Background: an optimization exercise with open tools, aiming at small area. Do not read the settings as production practice. Only simulation tests tie the RTL to the original design; equivalence was not proved. No activity file was given, so power comes from the tool's default toggle rates.

## design/flow/design.v

```verilog
module cpu (
  input  wire        clk,
  input  wire        reset,
  input  wire [31:0] mem_rdata,
  output wire [31:0] mem_addr,
  output wire [31:0] mem_wdata,
  output wire        mem_we
);
  localparam [4:0]
    S_RST  = 5'd0,  S_RST2 = 5'd1,
    S_F1   = 5'd2,  S_F2   = 5'd3,  S_F3  = 5'd4,  S_F4  = 5'd5,
    S_I0   = 5'd6,
    S_AD1  = 5'd7,  S_AD2  = 5'd8,  S_PREX = 5'd9,
    S_EXA  = 5'd10, S_EXB  = 5'd11, S_EXC = 5'd12,
    S_W1   = 5'd13, S_P1   = 5'd14,
    S_XC1  = 5'd15, S_XC2  = 5'd16,
    S_SH1  = 5'd17, S_SH2  = 5'd18, S_SH3 = 5'd19,
    S_MD   = 5'd20, S_MDL  = 5'd21,
    S_CB1  = 5'd22, S_CB2  = 5'd23,
    S_L1   = 5'd24, S_L2   = 5'd25, S_L3  = 5'd26,
    S_SW1  = 5'd27, S_SR4  = 5'd28, S_SR5 = 5'd29, S_F1S = 5'd30;
  reg  [4:0]  state;
  reg  [4:0]  cnt;
  reg  [1:0]  exv;        
  reg         taken;      
  reg         bq;         
  reg  [31:0] PC, EPC, IR, B, HI, LO;
  wire rst = reset | (state == S_RST);
  wire [5:0] op = IR[31:26];
  wire [5:0] fn = IR[5:0];
  wire [4:0] rs = IR[25:21];
  wire [4:0] rt = IR[20:16];
  wire [4:0] rd = IR[15:11];
  wire       r  = (op == 6'h00);
  wire i_add   = r & (fn == 6'h20);
  wire i_and   = r & (fn == 6'h24);
  wire i_div   = r & (fn == 6'h1a);
  wire i_mult  = r & (fn == 6'h18);
  wire i_jr    = r & (fn == 6'h08);
  wire i_mfhi  = r & (fn == 6'h10);
  wire i_mflo  = r & (fn == 6'h12);
  wire i_sll   = r & (fn == 6'h00);
  wire i_sllv  = r & (fn == 6'h04);
  wire i_slt   = r & (fn == 6'h2a);
  wire i_sra   = r & (fn == 6'h03);
  wire i_srav  = r & (fn == 6'h07);
  wire i_srl   = r & (fn == 6'h02);
  wire i_sub   = r & (fn == 6'h22);
  wire i_break = r & (fn == 6'h0d);
  wire i_rte   = r & (fn == 6'h13);
  wire i_xchg  = r & (fn == 6'h05);
  wire i_addi  = (op == 6'h08);
  wire i_addiu = (op == 6'h09);
  wire i_br    = (op[5:2] == 4'b0001);           
  wire i_sram  = (op == 6'h01);
  wire i_lb    = (op == 6'h20);
  wire i_lh    = (op == 6'h21);
  wire i_lui   = (op == 6'h0f);
  wire i_lw    = (op == 6'h23);
  wire i_sb    = (op == 6'h28);
  wire i_sh    = (op == 6'h29);
  wire i_slti  = (op == 6'h0a);
  wire i_sw    = (op == 6'h2b);
  wire i_j     = (op == 6'h02);
  wire i_jal   = (op == 6'h03);
  wire d_ad  = i_add | i_sub | i_addi;
  wire d_w1  = i_and | i_slt | i_mfhi | i_mflo | i_addiu | i_slti | i_lui | i_j | i_jal;
  wire d_md  = i_div | i_mult;
  wire d_p1  = i_jr | i_break | i_rte;
  wire d_sh  = i_sll | i_sllv | i_sra | i_srav | i_srl;
  wire d_mem = i_sram | i_lb | i_lh | i_lw | i_sb | i_sh;
  reg  [31:0] rf [0:31];
  wire        i_shv = i_sllv | i_srav;
  wire        nx_shv = (mem_rdata[31:26] == 6'h00) &
                       ((mem_rdata[5:0] == 6'h04) | (mem_rdata[5:0] == 6'h07));
  reg         rd_rt;
  always @(posedge clk)
    rd_rt <= (state == S_F3) ? ~nx_shv : ((state == S_I0) & i_shv);
  wire [4:0]  raddr = rd_rt ? rt : rs;
  reg  [31:0] A;
  integer ri;
  always @(*) begin
    A = 32'b0;
    for (ri = 0; ri < 32; ri = ri + 1)
      A = A | (rf[ri] & {32{raddr == ri}});
  end
  wire is_div = fn[1];                  
  wire sA = A[31];
  wire sB = B[31];
  wire b_zero = (B == 32'b0);
  wire md_en  = ~(is_div & b_zero);
  wire booth_sub = LO[0] & ~bq;
  wire booth_add = ~LO[0] & bq;
  reg  [2:0] asel;    
  reg  [2:0] bsel;    
  reg        inv, cin, andop, b227;
  wire [31:0] sext  = {{16{IR[15]}}, IR[15:0]};
  reg  [31:0] ain, bin;
  always @(*) begin
    case (asel)
      3'd1:    ain = A;
      3'd2:    ain = PC;
      3'd3:    ain = HI;
      3'd4:    ain = {HI[30:0], LO[31] ^ sA};
      default: ain = 32'b0;
    endcase
    case (bsel)
      3'd1:    bin = Bsh;
      3'd2:    bin = 32'd4;
      3'd3:    bin = sext;
      3'd4:    bin = {sext[29:0], 2'b00};
      3'd5:    bin = LO;
      3'd7:    bin = {IR[15:0], 16'b0};
      default: bin = {24'b0, b227, b227, b227, 3'b000, b227, b227};
    endcase
  end
  wire [31:0] bx  = bin ^ {32{inv}};
  wire [31:0] sum = ain + bx + {31'b0, cin};
  wire [31:0] alu = andop ? (ain & bin) : sum;
  wire ov = (ain[31] == bx[31]) & (sum[31] != ain[31]);
  wire lt = sum[31] ^ ov;
  wire eq = (sum == 32'b0);
  always @(*) begin
    asel = 3'd1; bsel = 3'd3; inv = 1'b0; cin = 1'b0; andop = 1'b0; b227 = 1'b0;
    case (state)
      S_F1, S_F2, S_F3, S_F4, S_EXA, S_EXB: begin
        asel = 3'd2; bsel = 3'd2;
        inv = (state == S_EXA) | (state == S_EXB);
        cin = inv;
      end
      S_I0: begin
        bsel = 3'd0; inv = i_div & sA;
      end
      S_AD1: begin
        bsel = r ? 3'd1 : 3'd3; inv = r & fn[1]; cin = r & fn[1];
      end
      S_W1: begin
        if (i_and | i_slt) bsel = 3'd1;
        if (i_slt | i_slti) begin inv = 1'b1; cin = 1'b1; end
        andop = i_and;
        if (i_jal) begin asel = 3'd2; bsel = 3'd0; end
        if (i_mfhi) begin asel = 3'd3; bsel = 3'd0; end
        if (i_mflo) begin asel = 3'd0; bsel = 3'd5; end
        if (i_lui)  begin asel = 3'd0; bsel = 3'd7; end
      end
      S_P1: begin
        if (i_break) begin asel = 3'd2; bsel = 3'd2; inv = 1'b1; cin = 1'b1; end
        else bsel = 3'd0;
      end
      S_XC1: bsel = 3'd0;
      S_XC2: begin asel = 3'd0; bsel = 3'd1; end
      S_MD: begin
        if (is_div) begin
          asel = 3'd4; bsel = 3'd1; inv = ~sB; cin = ~sB;
        end else begin
          asel = 3'd3; bsel = (booth_sub | booth_add) ? 3'd1 : 3'd0;
          inv = booth_sub; cin = booth_sub;
        end
      end
      S_MDL: begin
        asel = 3'd0; bsel = 3'd5; inv = is_div & (sA ^ sB); cin = inv;
      end
      S_CB1: begin bsel = 3'd1; inv = 1'b1; cin = 1'b1; end
      S_CB2: begin asel = 3'd2; bsel = 3'd4; end
      S_RST2: begin asel = 3'd0; bsel = 3'd0; b227 = 1'b1; end
      S_SH3, S_F1S: begin asel = 3'd0; bsel = 3'd1; end
      default: ;
    endcase
  end
  reg  [4:0]  samt, srot;
  wire [4:0]  n_sh = fn[2] ? A[4:0] : IR[10:6];
  always @(posedge clk) begin
    if (rst | (state == S_SH3) | (state == S_F1S)) begin
      samt <= 5'd0;
      srot <= 5'd0;
    end else if (state == S_SH1) begin
      samt <= n_sh;
      srot <= fn[1] ? n_sh : (5'd0 - n_sh);
    end else if (state == S_SR5) begin
      samt <= mem_rdata[4:0];
      srot <= mem_rdata[4:0];
    end
  end
  wire [4:0]  sh_amt   = samt;
  wire        sh_left  = (state == S_SH3) & ~fn[1];
  wire        sh_fill  = ((state == S_F1S) | fn[0]) & ~sh_left & B[31];
  wire [4:0]  rot = srot;
  wire [31:0] r0 = rot[0] ? {B[0], B[31:1]} : B;
  wire [31:0] r1 = rot[1] ? {r0[1:0], r0[31:2]} : r0;
  wire [31:0] r2 = rot[2] ? {r1[3:0], r1[31:4]} : r1;
  wire [31:0] r3 = rot[3] ? {r2[7:0], r2[31:8]} : r2;
  wire [31:0] r4 = rot[4] ? {r3[15:0], r3[31:16]} : r3;
  reg  [31:0] Bsh;
  integer k;
  always @(*) begin
    for (k = 0; k < 32; k = k + 1)
      Bsh[k] = (sh_left ? (k >= sh_amt) : ({1'b0, sh_amt} <= 6'd31 - k)) ? r4[k] : sh_fill;
  end
  wire w1_write = (state == S_W1) & ~i_j;
  wire ld_write = (state == S_L3) & ~op[3] & op[5];       
  wire rf_we = (state == S_RST2) | (state == S_AD1) | w1_write | (state == S_XC1) |
               (state == S_XC2) | (state == S_SH3) | ld_write | (state == S_F1S);
  wire [4:0] waddr = (state == S_RST2) ? 5'd29 :
                     ((state == S_W1) & i_jal) ? 5'd31 :
                     (state == S_XC2) ? rs :
                     (r & (state != S_XC1)) ? rd : rt;
  wire [31:0] ld_data = {op[1] ? mem_rdata[31:16] : 16'b0,
                         op[0] ? mem_rdata[15:8]  : 8'b0,
                         mem_rdata[7:0]};
  wire [31:0] wdata = (state == S_L3) ? ld_data :
                      ((state == S_W1) & (i_slt | i_slti)) ? {31'b0, lt} :
                      alu;
  wire [31:0] wdata_r = wdata & {32{~rst}};
  integer i;
  always @(posedge clk) begin
    for (i = 0; i < 32; i = i + 1)
      if (rst | (rf_we & (waddr == i)))
        rf[i] <= wdata_r;
  end
  wire addr_pc  = (state == S_F1) | (state == S_F1S) | (state == S_F2) | (state == S_F3) | (state == S_F4) |
                  (state == S_I0) | (state == S_P1);
  wire addr_alu = (state == S_L1) | (state == S_L2) | (state == S_L3) | (state == S_SW1) |
                  (state == S_SR4) | (state == S_SR5);
  wire exab = (state == S_EXA) | (state == S_EXB);
  assign mem_addr = addr_pc  ? PC :
                    addr_alu ? alu :
                    {24'b0, 6'b111111, exab ? exv : 2'b01};
  assign mem_we = (state == S_SW1) | ((state == S_L3) & op[3]);
  assign mem_wdata = {(state == S_SW1) ? B[31:16] : mem_rdata[31:16],
                      ((state == S_SW1) | op[0]) ? B[15:8] : mem_rdata[15:8],
                      B[7:0]};
  always @(posedge clk) begin
    if (state == S_F3) IR <= mem_rdata;
    if (state == S_F4) B  <= A;
    if (state == S_CB1)
      taken <= (op[1:0] == 2'b00) ? eq :
               (op[1:0] == 2'b01) ? ~eq :
               (op[1:0] == 2'b10) ? (eq | lt) : (~eq & ~lt);
  end
  always @(posedge clk) begin
    if (rst) begin
      PC <= 32'b0;
    end else begin
      case (state)
        S_F3: PC <= alu;
        S_P1: PC <= i_rte ? EPC : alu;
        S_W1: if (i_j | i_jal) PC <= {PC[31:28], IR[25:0], 2'b00};
        S_CB2: if (taken) PC <= alu;
        S_EXC: PC <= {24'b0, mem_rdata[7:0]};
        default: ;
      endcase
    end
  end
  always @(posedge clk) begin
    if (rst) EPC <= 32'b0;
    else if (state == S_EXA) EPC <= alu;
  end
  always @(posedge clk) begin
    if (rst) begin
      HI <= 32'b0;
      LO <= 32'b0;
    end else begin
      if (state == S_I0 && d_md && md_en) begin
        HI <= 32'b0;
        LO <= alu;
      end
      if (state == S_MD && md_en) begin
        if (is_div) begin
          HI <= sum[31] ? ain : sum;
          LO <= {LO[30:0], ~sum[31]};
        end else begin
          HI <= {sum[31], sum[31:1]};
          LO <= {sum[0], LO[31:1]};
        end
      end
      if (state == S_MDL) LO <= alu;
    end
  end
  always @(posedge clk) begin
    if (state == S_I0) bq <= 1'b0;
    else if (state == S_MD) bq <= LO[0];
  end
  always @(posedge clk) begin
    if (reset) begin
      state <= S_RST;
    end else begin
      case (state)
        S_RST:  state <= S_RST2;
        S_RST2: state <= S_F1;
        S_F1:   state <= S_F2;
        S_F2:   state <= S_F3;
        S_F3:   state <= S_F4;
        S_F4:   state <= S_I0;
        S_I0: begin
          cnt <= 5'd0;
          if (d_ad)       state <= S_AD1;
          else if (d_w1)  state <= S_W1;
          else if (d_md)  state <= S_MD;
          else if (d_p1)  state <= S_P1;
          else if (d_sh)  state <= S_SH1;
          else if (i_xchg) state <= S_XC1;
          else if (i_br)  state <= S_CB1;
          else if (d_mem) state <= S_L1;
          else if (i_sw)  state <= S_SW1;
          else begin
            state <= S_EXA;
            exv <= 2'b01;
          end
        end
        S_AD1: begin
          if (ov) begin
            state <= S_PREX;
            exv <= 2'b10;
          end else
            state <= S_AD2;
        end
        S_AD2:  state <= S_F1;
        S_PREX: state <= S_EXA;
        S_EXA:  state <= S_EXB;
        S_EXB:  state <= S_EXC;
        S_EXC:  state <= S_F1;
        S_W1:   state <= S_F1;
        S_P1:   state <= S_F1;
        S_XC1:  state <= S_XC2;
        S_XC2:  state <= S_F1;
        S_SH1:  state <= S_SH2;
        S_SH2:  state <= S_SH3;
        S_SH3:  state <= S_F1;
        S_MD: begin
          cnt <= cnt + 5'd1;
          if (cnt == 5'd1 && is_div && b_zero) begin
            state <= S_PREX;
            exv <= 2'b11;
          end else if (cnt == 5'd31)
            state <= S_MDL;
        end
        S_MDL:  state <= S_F1;
        S_CB1:  state <= S_CB2;
        S_CB2:  state <= S_F1;
        S_L1:   state <= S_L2;
        S_L2:   state <= S_L3;
        S_L3:   state <= op[5] ? S_F1 : S_SR4;
        S_SW1:  state <= S_F1;
        S_SR4:  state <= S_SR5;
        S_SR5:  state <= S_F1S;
        S_F1S:  state <= S_F2;
        default: state <= S_RST;
      endcase
    end
  end
endmodule
```

## design/flow/standard.sh

```bash
#!/bin/bash
# synth_recipe.tcl (not shown) runs the flow's synth.tcl, then flattens the netlist and writes it again
# the make line also repeats each setting of config.mk as NAME=value (left out here)
make -C /OpenROAD-flow-scripts/flow DESIGN_CONFIG=/design/flow/config.mk WORK_HOME=/design/flow/orfs CLKGATE_MAP_FILE= SYNTH_SCRIPT=/design/flow/synth_recipe.tcl "${@:-finish}"
```

## design/flow/flow/pre_resize.tcl

```tcl
# Before the placement repair (repair_design): a fanout limit, so that the long high-fanout
# nets (the register file's write enables and data) are split into small buffer trees.
set_max_fanout 16 [current_design]
```

## design/flow/flow/run.sh

```bash
#!/bin/bash
# Own layout flow: the standard ORFS flow (standard.sh) with these changes to how the
# layout is made:
#  1. after the standard synthesis, its combinational cells are mapped again (for area, then
#     buffered and sized by ABC for the clock period) by
#     Yosys/ABC (flow/resyn.tcl); the flip-flops, their names and cell types are kept
#  2. CTS with larger sink clusters and without dummy loads
#  3. the port buffers are sky130_fd_sc_hd__buf_1
#  4. a fanout limit of 16 for the placement repair (flow/pre_resize.tcl)
# Each tool's full output goes to its own log in this folder (ORFS steps: orfs/logs/).
set -euo pipefail
PLAT=${FLOW_PLATFORM:-sky130hd}
TOP=${FLOW_TOP:-cpu}
R=orfs/results/$PLAT/cpu/base
LIB=$FLOW_HOME/platforms/$PLAT/lib/sky130_fd_sc_hd__tt_025C_1v80.lib
export CTS_ARGS="-sink_clustering_enable -repair_clock_nets -dont_use_dummy_load -sink_clustering_size 20 -sink_clustering_max_diameter 100"
export BUFFER_PORTS_ARGS="-buffer_cell sky130_fd_sc_hd__buf_1"
export PRE_RESIZE_TCL="$PWD/flow/pre_resize.tcl"

# 1. standard synthesis
bash standard.sh "$PWD/$R/1_2_yosys.v" > make_synth.log 2>&1
cp "$R/1_2_yosys.v" standard_1_2_yosys.v

# 2. area re-mapping of the combinational logic
printf "set_driving_cell sky130_fd_sc_hd__buf_1\nset_load 5\n" > abc.constr
python3 flow/genmodels.py "$LIB" cell_models.v > genmodels.log 2>&1
DONT_USE=$(python3 - "$FLOW_HOME/platforms/$PLAT/config.mk" <<'PY'
import re, sys
t = open(sys.argv[1]).read()
i = t.index('DONT_USE_CELLS')
print(' '.join(re.findall(r'sky130_fd_sc_hd__\w+', t[i:t.index('\n#', i)])))
PY
)
YOSYS=$(command -v yosys || echo "$FLOW_HOME/../tools/install/yosys/bin/yosys")
RESYN_LIB="$LIB" RESYN_DONT_USE="$DONT_USE" RESYN_MODELS=cell_models.v \
RESYN_IN=standard_1_2_yosys.v RESYN_TOP="$TOP" RESYN_STAT=resyn_stat.txt RESYN_OUT=resyn_1_2_yosys.v \
RESYN_ABC="+strash;&get -n;&deepsyn -T 60;&dch -f;&nf -R 1000;&put;topo;stime -c;buffer -c -N 16;upsize -c;dnsize -c;" \
RESYN_ABC_EXTRA="-D 20000 -constr $PWD/abc.constr" \
  "$YOSYS" -c flow/resyn.tcl > resyn.log 2>&1
cp resyn_1_2_yosys.v "$R/1_2_yosys.v"
touch "$R/1_2_yosys.v"

# 3. the rest of the standard flow, from the re-mapped netlist
bash standard.sh > make_finish.log 2>&1
```

## design/flow/config.mk

```make
export PLATFORM = sky130hd
export DESIGN_NAME = cpu
export DESIGN_NICKNAME = cpu
export VERILOG_FILES = /design/flow/design.v
export SDC_FILE = /design/flow/constraint.sdc
export NUM_CORES = 4
export LEC_CHECK = 0
export CAP_MARGIN = 30
export CORE_MARGIN = 2
export CORE_UTILIZATION = 55
export GPL_TIMING_DRIVEN = 0
export SETUP_SLACK_MARGIN = 1.0
export SLEW_MARGIN = 30
```

## design/flow/flow/resyn.tcl

```tcl
# Re-map the combinational logic of the standard synthesis netlist for area.
# The flip-flops (and the ha/fa and tie cells) are kept as they are, with their names;
# every other cell is read as its function and mapped again by ABC.
yosys -import
set lib $::env(RESYN_LIB)
set du {}
foreach c $::env(RESYN_DONT_USE) { lappend du -dont_use $c }
read_verilog $::env(RESYN_MODELS)
read_liberty -lib -ignore_redef $lib
read_verilog $::env(RESYN_IN)
hierarchy -check -top $::env(RESYN_TOP)
flatten
opt -purge
techmap
opt -fast
abc -liberty $lib {*}$du -script $::env(RESYN_ABC) {*}$::env(RESYN_ABC_EXTRA)
setundef -zero
splitnets
opt_clean -purge
hilomap -singleton -hicell sky130_fd_sc_hd__conb_1 HI -locell sky130_fd_sc_hd__conb_1 LO
insbuf -buf sky130_fd_sc_hd__buf_4 A X
tee -o $::env(RESYN_STAT) stat -liberty $lib
write_verilog -noattr -nohex -nodec $::env(RESYN_OUT)
```

## design/flow/flow/genmodels.py

```python
#!/usr/bin/env python3
"""Write Verilog models of the single-output combinational cells of a liberty file.
usage: genmodels.py LIB OUT.v"""
import re, sys
lib = open(sys.argv[1]).read()
out = []
def conv(f):
    f = f.replace('!', '~').replace('+', '|').replace('*', '&')
    f = re.sub(r'\)\s*\(', ') & (', f)
    # implicit AND by space between operands: "A B" -> "A & B"
    f = re.sub(r'([A-Za-z0-9_\)])\s+(?=[A-Za-z0-9_\(~])', r'\1 & ', f)
    return f
for m in re.finditer(r'\n\s*cell\s*\(\s*"?(\w+)"?\s*\)\s*\{', lib):
    name = m.group(1)
    start = m.end()
    depth = 1; i = start
    while depth:
        c = lib[i]
        if c == '{': depth += 1
        elif c == '}': depth -= 1
        i += 1
    body = lib[start:i]
    if re.search(r'\b(ff|latch|statetable)\s*\(', body):
        continue
    pins = re.findall(r'\n\s*pin\s*\(\s*"?(\w+)"?\s*\)\s*\{(.*?)\n\s{8}\}', body, re.S)
    if not pins:
        continue
    ins, outs = [], []
    for pn, pb in pins:
        d = re.search(r'direction\s*:\s*"?(\w+)"?', pb)
        if not d: continue
        if d.group(1) == 'input': ins.append(pn)
        elif d.group(1) == 'output':
            f = re.search(r'function\s*:\s*"([^"]*)"', pb)
            outs.append((pn, f.group(1) if f else None))
    if len(outs) != 1 or outs[0][1] is None:
        continue
    on, f = outs[0]
    ports = ', '.join(['input ' + p for p in ins] + ['output ' + on])
    out.append(f'module {name}({ports});\n  assign {on} = {conv(f)};\nendmodule\n')
open(sys.argv[2], 'w').write('\n'.join(out))
print(len(out), 'models')
```

## design/flow/constraint.sdc

```tcl
create_clock -name core_clock -period 20.0 [get_ports {clk}]
set_input_delay 4.0000 -clock core_clock [delete_from_list [all_inputs] [get_ports {clk}]]
set_output_delay 4.0000 -clock core_clock [all_outputs]
set_load 0.01 [all_outputs]
```

==> flow_metrics.py, run 1 <==
metrics = {
    "global_routing": {
        "grt_first_pass_wirelength_um": 299000,
        "grt_pass1_vias": 38500,
        "grt_antenna_before_repair": 15,
        "grt_max_degree": 21,
        "track_usage": 0.443,
        "grt.overflow.total": 0,
    },
    "logic_synthesis": {
        "syn_avg_cell_area_um2": 13.7,
        "yosysWarningCount": 2,
        "postSynthCellCount": 3784,
        "synthesis.nets": 3857,
        "netlist_area_mm2": 0.0518,
    },
    "sta": {
        "finalClockSkew_ns": 0.0784,
        "max_slew_margin": 0.242,
        "fmax_mhz": 55.5,
        "finalHoldViolations": 0,
        "min_period_ns": 18.02,
        "tightest_slew_ns": 1.13,
        "setup_viol": 0,
        "fin_hold_ws_ns": 0.460,
        "setup_ws_ns": 1.98,
        "grt_setup_unrepaired": "false",
        "fin_crit_sh": 0.901,
        "tns_ns": 0,
        "drv_slew": 0,
    },
    "cells_and_area": {
        "seq_area_mm2": 0.0358,
        "final_area_mm2": 0.0576,
        "nFillCells": 7010,
        "nNetsFinal": 4238,
        "area_growth_pct": 11.3,
        "stdcell_count": 5426,
        "multiInputGateArea_mm2": 0.0154,
        "layout-drive-gt1-share": 0.0927,
    },
    "route": {
        "vias": 40900,
        "drcViolationCount": 0,
        "ant_nets": 0,
        "viasPerCell": 7.54,
        "first_pass_iters": 13,
        "post_drt_wl_per_cell_um": 40.3,
        "first_iter_violations": 8527,
        "drt-total-wl_um": 219000,
    },
    "power_and_ir_drop": {
        "power_density_mw_per_mm2": 114,
        "p_leak_nw": 20.8,
        "vdd_drop_max_uv": 102,
    },
    "placement": {
        "dp_cells": 5340,
        "place_congestion": 1.03,
        "dp.final_hpwl_um": 153000,
        "portBuffers": 97,
        "dpl_worst_slack_ns": 3.00,
        "place_area_mm2": 0.0557,
    },
    "clock_tree": {
        "cts_buffers": 75,
        "cts_hold_repair.buffers": 0,
        "path_clk_slew_ns": 0.09,
        "cts_resized": 0,
        "cts_root_buf": "clkbuf_16",
        "worstSkewPairLatency_ns": 0.70,
        "postCtsSetupRepairBufs": 0,
        "cts_buffer_depth": 3,
        "h-tree-depth": 3,
        "cts_tree": "built",
        "cts.sinks": 1240,
    },
    "critical_path": {
        "end_kind": "primary output",
        "slowest_stage": "edfxtp_1",
        "critPathRequiredTime_ns": 16.00,
        "worstPathMaxFanout": 16,
        "max_stage_delay_ns": 0.79,
        "path_class": "reg -> out",
        "arrival_ns": 14.02,
        "startpoint_type": "flip-flop",
    },
    "die": {
        "core-area_mm2": 0.0933,
        "start_util": 0.555,
        "die_w_um": 311,
        "rows": 112,
        "die_h_um": 311,
        "pin_count": 99,
        "die_area_mm2": 0.0966,
    },
    "status": {
        "outcome": "finished clean",
    },
    "run": {
        "cap_violations": 0,
    },
    "hold_path": {
        "hold_path.class": "reg -> reg",
    },
}
==> critical path: cells and delay by family (launching register included) <==
family                     cells  cell delay (ns)
and+or+nand+nor                9             1.61
xor gates and xnor gates       3             0.94
DFF                            1             0.79
buffers and inverters          8             2.55
AOI/OAI and AO/OA             33             7.07
adders and majority gates      1             0.34
==> final timing paths <==
path,to,slack [ns],cells past startpoint,from
hold / removal,HI[18]$_SDFFE_PP0P_,0.46,2,HI[18]$_SDFFE_PP0P_
setup reg to reg,taken$_DFFE_PP_,3.29,65,IR[23]$_DFFE_PP_
hold reg to reg,HI[18]$_SDFFE_PP0P_,0.46,2,HI[18]$_SDFFE_PP0P_
setup / recovery,mem_addr[30],1.98,54,IR[23]$_DFFE_PP_
==> power breakdown <==
part	leakage (nW)	internal, mW	switching, mW
Combinational	6.74	0.306	1.03
Clock	0.924	0.667	0.816
Sequential	13.2	3.58	0.187
==> layer usage <==
metal  global-route usage  up-vias  wire (um)
li1                     -    16300          -
met1                0.531    19800      69700
met2                0.689     3955      98600
met3                0.117      875      30100
met4                0.333        6      20300
met5                    0        -         44
==> registers in the layout, indices dropped and copies added (netlist names) <==
register	cells
state	5
B	32
rd_rt	1
bq	1
srot	5
IR	32
cnt	5
PC	32
HI	32
EPC	32
taken	1
LO	32
exv	2
samt	4
rf	1024
==> metrics by stage <==
| step | utilization | total power [mW] |
|---|---|---|
| detailed placement | 0.596 | 5.07 |
| finish | 0.617 | 6.59 |
| global placement | 0.576 | 4.91 |
| floorplan | - | 4.34 |
| CTS | 0.617 | 6.50 |
| global route | 0.617 | 6.71 |
==> cell type report <==
cell class / instances / share of cell area
plain buffers: 162 / 0.0128
flip-flops and latches: 1240 / 0.621
inverters: 41 / 0.00267
multi-input cells: 2341 / 0.267
clock buffers: 75 / 0.0326
repair buffers: 304 / 0.0360
well taps: 1254 / 0.0272
diodes: 9 / 0.000391
==> cells in the final DEF, fill, tap and decap left out, types with 16 or more instances in the layout <==
| cell | count |
|---|---|
| a211oi_1 | 16 |
| and3_1 | 25 |
| dfxtp_1 | 144 |
| nor2_1 | 223 |
| o21ai_0 | 139 |
| edfxtp_1 | 1096 |
| o21ai_1 | 42 |
| xnor2_1 | 29 |
| inv_1 | 37 |
| nand2b_1 | 18 |
| xor2_1 | 31 |
| clkbuf_16 | 75 |
| a32oi_1 | 16 |
| a222oi_1 | 274 |
| o22ai_1 | 56 |
| nand2_1 | 433 |
| nor2b_1 | 17 |
| a22o_1 | 113 |
| buf_1 | 123 |
| nand3_1 | 98 |
| a22oi_1 | 120 |
| buf_2 | 132 |
| mux2_2 | 29 |
| ha_1 | 36 |
| clkbuf_2 | 24 |
| clkdlybuf4s50_1 | 78 |
| a21oi_1 | 122 |
| o221ai_1 | 18 |
| nor3_1 | 68 |
| a221oi_1 | 81 |
| nand4_1 | 50 |
| buf_4 | 45 |
| nor4_1 | 21 |
| clkbuf_1 | 48 |
| o21bai_1 | 28 |
| mux2i_1 | 29 |
==> inputs of run 2 (changes only) <==
--- a/design/flow/config.mk
+++ b/design/flow/config.mk
@@ -6,8 +6,8 @@
 export NUM_CORES = 4
 export LEC_CHECK = 0
-export CAP_MARGIN = 30
+export CAP_MARGIN = 15
 export CORE_MARGIN = 2
 export CORE_UTILIZATION = 55
 export GPL_TIMING_DRIVEN = 0
-export SETUP_SLACK_MARGIN = 1.0
-export SLEW_MARGIN = 30
+export SETUP_SLACK_MARGIN = 1.5
+export SLEW_MARGIN = 15
==> flow_metrics.py, run 2 <==
metrics = {
    "die": {
        "die_w_um": 311,
        "pin_count": 99,
        "die_h_um": 311,
        "start_util": 0.556,
        "rows": 112,
        "die_area_mm2": 0.0969,
        "core-area_mm2": 0.0935,
    },
    "global_routing": {
        "grt.overflow.total": 0,
        "track_usage": 0.493,
        "grt_max_degree": 21,
        "grt_pass1_vias": 40000,
        "grt_first_pass_wirelength_um": 328000,
        "grt_antenna_before_repair": 18,
    },
    "route": {
        "first_iter_violations": 10400,
        "ant_nets": 0,
        "wl_met2_um": 96000,
        "wl_met1_um": 81700,
        "wl_met3_um": 46500,
        "dr.max_layer_used": "met5",
        "viasPerCell": 7.96,
        "vias": 43300,
        "post_drt_wl_per_cell_um": 44.9,
        "drcViolationCount": 0,
        "first_pass_iters": 14,
        "drt-total-wl_um": 244000,
    },
    "logic_synthesis": {
        "syn_avg_cell_area_um2": 13.6,
        "netlist_area_mm2": 0.0519,
        "synthesis.nets": 3893,
        "postSynthCellCount": 3820,
        "yosysWarningCount": 2,
    },
    "cells_and_area": {
        "layout-drive-gt1-share": 0.0827,
        "area_growth_pct": 10.8,
        "mostFrequentLayoutCell": "edfxtp_1",
        "nNetsFinal": 4246,
        "layout.cells.most_common_list": "1096 x edfxtp_1, 396 x nand2_1, 257 x nor2_1",
        "final_util": 0.616,
        "stdcell_count": 5436,
        "regMostFlops": "rf",
        "largest_reg_flops": 1024,
    },
    "power_and_ir_drop": {
        "vdd_drop_max_uv": 99.1,
        "p_leak_nw": 20.8,
        "power_frac_seq": 0.573,
        "p_sw_frac": 0.313,
        "combPwrFrac": 0.200,
        "p_clk_frac": 0.227,
        "cell_internal_pwr_mw": 4.50,
        "p_switching_mw": 2.05,
        "power_density_mw_per_mm2": 114,
    },
    "critical_path": {
        "path_class": "reg -> out",
        "critPathRequiredTime_ns": 16.00,
        "end_kind": "primary output",
        "max_stage_delay_ns": 0.73,
        "cp_common_cell": "o21bai_1",
        "worstPathMaxFanout": 16,
        "arrival_ns": 14.01,
        "r2r_start": "rd_rt$_DFF_P_",
        "r2r_slack_ns": 3.49,
        "slowest_stage": "clkdlybuf4s15_1",
        "startpoint_type": "flip-flop",
        "reg2reg_to": "taken$_DFFE_PP_",
        "reg2reg_depth": 63,
    },
    "sta": {
        "setup_viol": 0,
        "fmax_mhz": 55.5,
        "max_slew_margin": 0.0776,
        "tns_ns": 0,
        "drv_slew": 0,
        "grt_setup_unrepaired": "false",
        "min_period_ns": 18.01,
        "finalHoldViolations": 0,
        "finalClockSkew_ns": 0.117,
        "fin_crit_sh": 0.900,
        "tightest_slew_ns": 1.37,
    },
    "placement": {
        "portBuffers": 97,
        "dp_cells": 5347,
        "place_congestion": 1.02,
        "dp.final_hpwl_um": 169000,
    },
    "hold_path": {
        "hold_path.class": "reg -> reg",
        "min_from": "EPC[0]$_SDFFE_PP0P_",
        "hold_depth": 2,
        "min_to": "EPC[0]$_SDFFE_PP0P_",
    },
    "clock_tree": {
        "cts.sinks": 1240,
        "path_clk_slew_ns": 0.09,
        "cts_buffer_depth": 3,
        "cts_root_buf": "clkbuf_16",
        "worstSkewPairLatency_ns": 0.69,
        "h-tree-depth": 3,
        "cts_tree": "built",
        "cts_buffers": 75,
    },
    "run": {
        "cap_violations": 0,
    },
    "status": {
        "outcome": "finished clean",
    },
}
## run 2: through the flow
| stage | instance area, um^2 | power (mW) | setup WS [ns] | hold WS [ns] |
|---|---|---|---|---|
| 6_report | 57500 | 6.55 | 1.99 | 0.473 |
| 3_5_place_dp | 55600 | 4.99 | 2.54 | 0.445 |
| 5_1_grt | 57500 | 6.60 | 1.51 | 0.490 |
| 4_1_cts | 57400 | 6.40 | 1.94 | 0.466 |
| 2_1_floorplan | 51900 | 4.28 | 6.56 | 0.425 |
| 3_3_place_gp | 53900 | 4.85 | 2.12 | 0.442 |
## run 2: worst max path at each step
stage | depth (start not counted) | end | from
5_1_grt | 54 | mem_addr[31] | state[2]$_SDFFE_PP0P_
6_report | 53 | mem_addr[31] | rd_rt$_DFF_P_
3_5_place_dp | 52 | mem_addr[31] | state[2]$_SDFFE_PP0P_
2_1_floorplan | 51 | mem_addr[31] | rd_rt$_DFF_P_
3_3_place_gp | 51 | mem_addr[31] | state[2]$_SDFFE_PP0P_
4_1_cts | 52 | mem_addr[31] | state[2]$_SDFFE_PP0P_
## run 2: critical path: cells and delay by family (launching register included)
kind | cells | cell delay, ns
fa+ha+maj | 2 | 0.57
xor+xnor | 2 | 0.34
compound gates | 36 | 7.28
simple gates | 5 | 1.15
flops | 1 | 0.34
buf+inv | 8 | 3.63
## run 2: timing repair
action                                  4_1_cts  5_1_grt
endpoints found under the setup margin        0        3
hold buffers                                  0        0
gates resized for setup                       0       15
setup buffers                                 0        0
## run 2: final cells by class
cell class | count | area [um^2]
inverter | 70 | 263
clock buffer | 75 | 1880
fill | 7011 | 35900
timing repair buffer | 276 | 1920
multi-input combinational | 2350 | 15400
tap | 1254 | 1570
sequential | 1240 | 35800
antenna | 11 | 27.5
buffer | 160 | 729
## run 2: routing by layer
| layer | vias to the layer above | GRT usage |
|---|---|---|
| met5 | - | 0 |
| met4 | 15 | 0.303 |
| met3 | 1186 | 0.220 |
| met2 | 4933 | 0.663 |
| met1 | 20900 | 0.652 |
| li1 | 16300 | - |
## run 2: power groups by stage
stage / clock [mW] / sequential [mW] / combinational (mW)
after floorplan: 0 / 3.74 / 0.541
after global placement: 0 / 3.81 / 1.04
after detailed placement: 0 / 3.79 / 1.19
after CTS: 1.46 / 3.74 / 1.20
after global routing: 1.53 / 3.79 / 1.28
final: 1.48 / 3.75 / 1.31
==> inputs of run 3 (changes only) <==
--- a/design/flow/flow/run.sh
+++ b/design/flow/flow/run.sh
@@ -5,5 +5,5 @@
 #     buffered and sized by ABC for the clock period) by
 #     Yosys/ABC (flow/resyn.tcl); the flip-flops, their names and cell types are kept
-#  2. CTS with larger sink clusters and without dummy loads
+#  2. CTS without dummy loads
 #  3. the port buffers are sky130_fd_sc_hd__buf_1
 #  4. a fanout limit of 16 for the placement repair (flow/pre_resize.tcl)
@@ -14,5 +14,5 @@
 R=orfs/results/$PLAT/cpu/base
 LIB=$FLOW_HOME/platforms/$PLAT/lib/sky130_fd_sc_hd__tt_025C_1v80.lib
-export CTS_ARGS="-sink_clustering_enable -repair_clock_nets -dont_use_dummy_load -sink_clustering_size 20 -sink_clustering_max_diameter 100"
+export CTS_ARGS="-sink_clustering_enable -repair_clock_nets -dont_use_dummy_load"
 export BUFFER_PORTS_ARGS="-buffer_cell sky130_fd_sc_hd__buf_1"
 export PRE_RESIZE_TCL="$PWD/flow/pre_resize.tcl"
==> flow_metrics.py, run 3 <==
metrics = {
    "route": {
        "viasPerCell": 8.07,
        "ant_nets": 0,
        "vias": 44200,
        "first_iter_violations": 11100,
        "drt-total-wl_um": 248000,
        "dr.max_layer_used": "met5",
        "wl_met1_um": 82600,
        "wl_met2_um": 96300,
        "drcViolationCount": 0,
        "post_drt_wl_per_cell_um": 45.4,
        "first_pass_iters": 13,
        "wl_met3_um": 47900,
    },
    "cells_and_area": {
        "mostFrequentLayoutCell": "edfxtp_1",
        "nNetsFinal": 4288,
        "multiInputGateArea_mm2": 0.0154,
        "nFillCells": 6834,
        "regMostFlops": "rf",
        "stdcell_count": 5476,
        "area_growth_pct": 12.8,
        "layout-drive-gt1-share": 0.0923,
        "layout.cells.most_common_list": "1096 x edfxtp_1, 396 x nand2_1, 257 x nor2_1",
        "seq_area_mm2": 0.0358,
        "final_area_mm2": 0.0586,
        "largest_reg_flops": 1024,
    },
    "clock_tree": {
        "cts_buffer_depth": 3,
        "postCtsSetupRepairBufs": 0,
        "cts_tree": "built",
        "worstSkewPairLatency_ns": 0.76,
        "h-tree-depth": 3,
        "cts.sinks": 1240,
        "cts_resized": 0,
        "path_clk_slew_ns": 0.06,
        "cts_root_buf": "clkbuf_16",
        "cts_hold_repair.buffers": 0,
        "cts_buffers": 118,
    },
    "die": {
        "rows": 112,
        "die_area_mm2": 0.0969,
        "start_util": 0.556,
        "core-area_mm2": 0.0935,
        "die_h_um": 311,
        "die_w_um": 311,
        "pin_count": 99,
    },
    "power_and_ir_drop": {
        "vdd_drop_max_uv": 116,
        "p_leak_nw": 21.3,
        "power_density_mw_per_mm2": 120,
        "totalPowerFinal_mw": 7.02,
    },
    "placement": {
        "place_area_mm2": 0.0556,
        "dp.final_hpwl_um": 169000,
        "place_congestion": 1.02,
        "dp_cells": 5347,
        "portBuffers": 97,
    },
    "global_routing": {
        "grt_first_pass_wirelength_um": 334000,
        "grt_pass1_vias": 40800,
        "grt.overflow.total": 0,
        "grt_max_degree": 19,
        "grt_antenna_before_repair": 23,
        "track_usage": 0.501,
    },
    "hold_path": {
        "hold_path.class": "reg -> reg",
    },
    "critical_path": {
        "max_stage_delay_ns": 0.75,
        "worstPathMaxFanout": 16,
        "cp_common_cell": "o21bai_1",
        "critPathRequiredTime_ns": 16.00,
        "end_kind": "primary output",
        "cp_top_family": "compound AO/OA/AOI/OAI gates",
        "arrival_ns": 14.10,
        "crit_buf_inv": 8,
        "startpoint_type": "flip-flop",
        "slowest_stage": "clkdlybuf4s15_1",
        "path_class": "reg -> out",
    },
    "sta": {
        "max_slew_margin": 0.0637,
        "min_period_ns": 18.10,
        "fmax_mhz": 55.2,
        "setup_viol": 0,
        "tightest_slew_ns": 1.39,
        "finalHoldViolations": 0,
        "fin_crit_sh": 0.905,
        "finalClockSkew_ns": 0.117,
        "fin_hold_ws_ns": 0.413,
        "drv_slew": 0,
        "grt_setup_unrepaired": "false",
        "tns_ns": 0,
    },
    "logic_synthesis": {
        "netlist_area_mm2": 0.0519,
        "yosysWarningCount": 2,
        "postSynthCellCount": 3820,
        "synthesis.nets": 3893,
        "syn_avg_cell_area_um2": 13.6,
    },
    "status": {
        "outcome": "finished clean",
    },
    "run": {
        "cap_violations": 0,
    },
}
## run 3: cell types whose count changed in the layout (fill, tap and decap cells not counted), sizes merged
cell,previous run,this run
clkbuf,147,190
buf,294,292
diode,11,9
clkdlybuf4s15,2,3
## run 3: area by class of cell
class | count | area share
Buffer | 160 | 0.0126
Tap cell | 1254 | 0.0268
Clock buffer | 118 | 0.0504
Sequential cell | 1240 | 0.611
Antenna cell | 9 | 0.000384
Multi-Input combinational cell | 2350 | 0.262
Timing Repair Buffer | 275 | 0.0323
Inverter | 70 | 0.00448
## run 3: stage by stage
| step | utilization | setup slack, ns |
|---|---|---|
| finish | 0.627 | 1.90 |
| floorplan | - | 6.56 |
| global route | 0.627 | 1.50 |
| CTS | 0.626 | 1.85 |
| global placement | 0.576 | 2.12 |
| detailed placement | 0.594 | 2.54 |
## run 3: worst paths after layout
path                  startpoint                  end  slack, ns  cells past startpoint
max                rd_rt$_DFF_P_         mem_addr[31]       1.90                     53
max reg2reg        rd_rt$_DFF_P_      taken$_DFFE_PP_       3.39                     63
min          LO[24]$_SDFFE_PP0P_  LO[23]$_SDFFE_PP0P_       0.41                      2
min reg2reg  LO[24]$_SDFFE_PP0P_  LO[23]$_SDFFE_PP0P_       0.41                      2
## run 3: layer usage
layer	global-route usage	up-vias
met5	0	-
met4	0.327	16
met3	0.224	1291
met2	0.668	5278
met1	0.661	21200
li1	-	16400
## run 3: report_power, final
part	total [mW]	leakage (nW)	switching [mW]	internal, mW
sequential	3.77	13.1	0.199	3.57
combinational	1.32	6.70	1.05	0.270
clock	1.93	1.45	0.911	1.02
## run 3: tightest hold or removal path, cell delays in order (launching register included)
cell and delay (ns):
dfxtp_1 0.34, nand2_1 0.07, nand2_1 0.04

==> what the ideal ports hide <==
The flow's constraints put no driver on any port. The routed layouts listed below were extracted and timed again, unchanged, in two steps. Step 1 sets driving cells, clkbuf_16 on the clock port and buf_2 on the other inputs (assumed; they add their load-dependent delay and slew). Step 2 times the ports against the registers' clock, not the clock port: input delays grow and output delays shrink by t, the midpoint of the rising clock arrivals with the driver on. Slacks: ideal / step 1 / step 2; pairs: ideal / step 1.
| run | t, ns | setup WS [ns] | worst register clock-pin slew, ns | worst data-port slew with drivers (ns) | cell pins on the clock port's net |
|---|---|---|---|---|---|
| run 1 | 0.732 | 1.977 / 1.902 / 2.634 | 0.11 / 0.11 | 0.04 | 1 |
| run 2 | 0.711 | 1.991 / 1.913 / 2.623 | 0.10 / 0.10 | 0.07 | 1 |
| run 3 | 0.777 | 1.897 / 1.823 / 2.600 | 0.07 / 0.07 | 0.07 | 1 |
After both steps setup and hold are still met in every run listed.
